What follows belongs to an exercise in optimizing a design on an open flow for small area; a production flow would make more cautious choices. Function was checked by simulation only, so behaviour that the tests miss may differ from the original. The flow treats the clock pin as an ideal source, which a real chip does not have. No activity file was given, so power comes from the tool's default toggle rates.

== run H ==
==> flow/design.v (excerpt) <==
module tetris(input logic CLOCK_50, input logic[3:0] KEY, input logic RESET_N, input logic START_N,
              output logic[6:0] HEX5,
              output logic [7:0] VGA_X, output logic [6:0] VGA_Y,
              output logic [2:0] VGA_COLOUR, output logic VGA_PLOT);
==> flow/config.mk <==
export PLATFORM = sky130hd
export DESIGN_NAME = tetris
export DESIGN_NICKNAME = tetris
export VERILOG_FILES = /design/flow/design.v
export SDC_FILE = /design/flow/constraint.sdc
export NUM_CORES = 8
export LEC_CHECK = 0
export CAP_MARGIN = 20
export CORE_MARGIN = 2
export CORE_UTILIZATION = 50
export GPL_TIMING_DRIVEN = 0
export SLEW_MARGIN = 20
==> flow/constraint.sdc <==
create_clock -name core_clock -period 20.0 [get_ports {CLOCK_50}]
set_input_delay 4.0000 -clock core_clock [delete_from_list [all_inputs] [get_ports {CLOCK_50}]]
set_output_delay 4.0000 -clock core_clock [all_outputs]
set_load 0.01 [all_outputs]
standard.sh (not shown) runs the stock make flow with config.mk's settings and CLKGATE_MAP_FILE= SYNTH_SCRIPT=/design/flow/synth_recipe.tcl, a recipe that flattens the netlist after the stock synthesis.
==> flow/flow/run.sh <==
#!/bin/bash
# Layout flow: the standard ORFS flow (standard.sh), with two changes:
#  - synthesis maps the logic with the ABC script in flow/abc_speed.script (area-oriented mapping)
#    instead of ORFS's default; registers, their names and their cells are unchanged;
#  - clock tree synthesis runs with the settings in CTS_ARGS below (no dummy loads, small clkbuf_4 clusters).
# Every tool's output goes to ORFS's own logs under orfs/logs; standard.sh's output to standard.log.
set -euo pipefail
here=$(pwd)
rm -rf "$here/scripts_custom"
cp -r "$FLOW_HOME/scripts" "$here/scripts_custom"
cp "$here/flow/abc_speed.script" "$here/scripts_custom/abc_speed.script"
export SCRIPTS_DIR="$here/scripts_custom"
export CTS_ARGS="-sink_clustering_enable -repair_clock_nets -dont_use_dummy_load -buf_list sky130_fd_sc_hd__clkbuf_4 -sink_clustering_size 8 -sink_clustering_max_diameter 30"
bash standard.sh > "$here/standard.log" 2>&1
==> flow/flow/abc_speed.script <==
strash
&get -n
&deepsyn -T 30
&put
strash
&get -n
&dch -f
&nf -R 1000
&put
Run H: full flow OK, the timing, design-rule and antenna checks passed
Inputs modified between run H and run Z:
diff --git a/flow/flow/run.sh b/flow/flow/run.sh
--- a/flow/flow/run.sh
+++ b/flow/flow/run.sh
@@ -11,4 +11,4 @@
 cp "$here/flow/abc_speed.script" "$here/scripts_custom/abc_speed.script"
 export SCRIPTS_DIR="$here/scripts_custom"
-export CTS_ARGS="-sink_clustering_enable -repair_clock_nets -dont_use_dummy_load -buf_list sky130_fd_sc_hd__clkbuf_4 -sink_clustering_size 8 -sink_clustering_max_diameter 30"
+export CTS_ARGS="-sink_clustering_enable -repair_clock_nets -dont_use_dummy_load -buf_list sky130_fd_sc_hd__clkbuf_4 -sink_clustering_size 10 -sink_clustering_max_diameter 40"
 bash standard.sh > "$here/standard.log" 2>&1
==> summary.txt <==
- Run Z completed; timing, DRC and antenna clean
- Looking at global-route usage, run Z sits below run H.
- Of run Z and run H, it is run Z that has the lower wire length of the first global-routing pass.
- Run Z against run H: power per cell area fell by 0.85%, cell count fell by 0.95%, die outline height stayed essentially flat, worst setup slack fell by 0.014 ns.

## run a
Another version of the RTL of tetris (not shown whole).
Size: ~0.031 mm² of cells after synthesis.
Settings: LEC_CHECK=0, CAP_MARGIN=20, CORE_MARGIN=2, CORE_UTILIZATION=70, GPL_TIMING_DRIVEN=0, SLEW_MARGIN=20; clock period 20.0 ns.
==> flow/flow/run.sh <==
#!/bin/bash
# Layout flow: the standard ORFS flow (standard.sh), with these changes:
#  - synthesis maps the logic with the ABC script in flow/abc_speed.script (area-oriented mapping)
#    instead of ORFS's default, and leaves adders to ABC (no ADDER_MAP_FILE); registers, their names
#    and their cells are unchanged;
#  - the larger buffers (buf_6/8/12/16, bufbuf_8/16) are added to the platform's don't-use list, so
#    repair_design fixes slew with smaller ones;
set -euo pipefail
here=$(pwd)
rm -rf "$here/scripts_custom"
cp -r "$FLOW_HOME/scripts" "$here/scripts_custom"
cp "$here/flow/abc_speed.script" "$here/scripts_custom/abc_speed.script"
export SCRIPTS_DIR="$here/scripts_custom"
platform_du=$(make -s -C "$FLOW_HOME" DESIGN_CONFIG="$FLOW_CONFIG" WORK_HOME="$here/orfs" print-DONT_USE_CELLS 2> "$here/print_dont_use.log" | sed -n 's/^DONT_USE_CELLS: //p')
du="$platform_du sky130_fd_sc_hd__buf_6 sky130_fd_sc_hd__buf_8 sky130_fd_sc_hd__buf_12 sky130_fd_sc_hd__buf_16 sky130_fd_sc_hd__bufbuf_8 sky130_fd_sc_hd__bufbuf_16"
echo "$du" > "$here/dont_use_cells.log"
res="$here/orfs/results/$FLOW_PLATFORM/tetris/base"
cts_base="-sink_clustering_enable -repair_clock_nets -dont_use_dummy_load -buf_list sky130_fd_sc_hd__clkbuf_8"
: > "$here/clk_check.log"
for clusters in "16 55" "15 50" "12 40" "10 30"; do
  set -- $clusters
  export CTS_ARGS="$cts_base -sink_clustering_size $1 -sink_clustering_max_diameter $2"
  rm -f "$res"/4_* "$here/orfs/logs/$FLOW_PLATFORM/tetris/base"/4_*
  bash standard.sh "DONT_USE_CELLS=$du" "ADDER_MAP_FILE=" cts >> "$here/standard.log" 2>&1
  CLK_CHECK_ODB="$res/4_cts.odb" CLK_CHECK_SDC="$res/4_cts.sdc" CLK_CHECK_OUT="$here/clk_slew.txt" \
    openroad -no_init -threads "$NUM_CORES" -exit "$here/flow/clk_check.tcl" >> "$here/clk_check.log" 2>&1
  slew=$(cat "$here/clk_slew.txt")
  echo "clusters $1 $2: estimated clock-pin slew $slew ns" >> "$here/clk_check.log"
  if awk -v s="$slew" 'BEGIN { exit !(s <= 0.117) }'; then break; fi
done
bash standard.sh "DONT_USE_CELLS=$du" "ADDER_MAP_FILE=" finish >> "$here/standard.log" 2>&1
Other scripts of this flow, unchanged in this note and not shown: flow/flow/abc_speed.script, flow/flow/clk_check.tcl
#### Input delta (run b over run a)
-- flow/flow/run.sh --
<<< run a, line 20
for clusters in "16 55" "15 50" "12 40" "10 30"; do
>>> run b, line 20
for clusters in "15 50" "12 40" "10 30"; do
<<< run a, line 29
  if awk -v s="$slew" 'BEGIN { exit !(s <= 0.117) }'; then break; fi
>>> run b, line 29
  if awk -v s="$slew" 'BEGIN { exit !(s <= 0.112) }'; then break; fi
- Of run b and run a, it is run b that has the higher worst setup slack.
- Fraction of met1 tracks used by global routing on run b is down relative to run a.
- Of run b and run a, it is run b that has the lower headroom to the max-slew limit.
- Biggest cell delay along the critical path: run a and run b compared, higher one is run a

-- re-timing with driven ports --
Ports are ideal in the flow. The routed layouts listed here were re-timed in OpenROAD.
Step 1, drivers: a clkbuf_16 drives CLOCK_50 and a buf_2 each remaining input, both assumed.
Step 2 moves the port delays by t, midway between the first and last clock arrival at a register: inputs arrive t later, outputs are due t later. That takes back most of the time a late clock gives input paths.
Slacks: ideal / step 1 / step 2; pairs: ideal / step 1.
| run | t, ns | setup WS [ns] | worst setup path at the end | latest minus earliest clock arrival (ns) | slew at the worst register clock pin (ns) |
|---|---|---|---|---|---|
| run H | 1.038 | 7.503 / 7.438 / 8.476 | register to output | 0.180 / 0.181 | 0.09 / 0.09 |
| run Z | 0.956 | 7.489 / 7.426 / 8.382 | register to output | 0.165 / 0.165 | 0.11 / 0.11 |
| run a | 0.740 | 6.886 / 6.886 / 6.886 | register to register | 0.174 / 0.173 | 0.11 / 0.11 |
| run b | 0.725 | 7.126 / 7.126 / 7.126 | register to register | 0.113 / 0.112 | 0.10 / 0.10 |
After both steps every run listed still meets setup and hold.
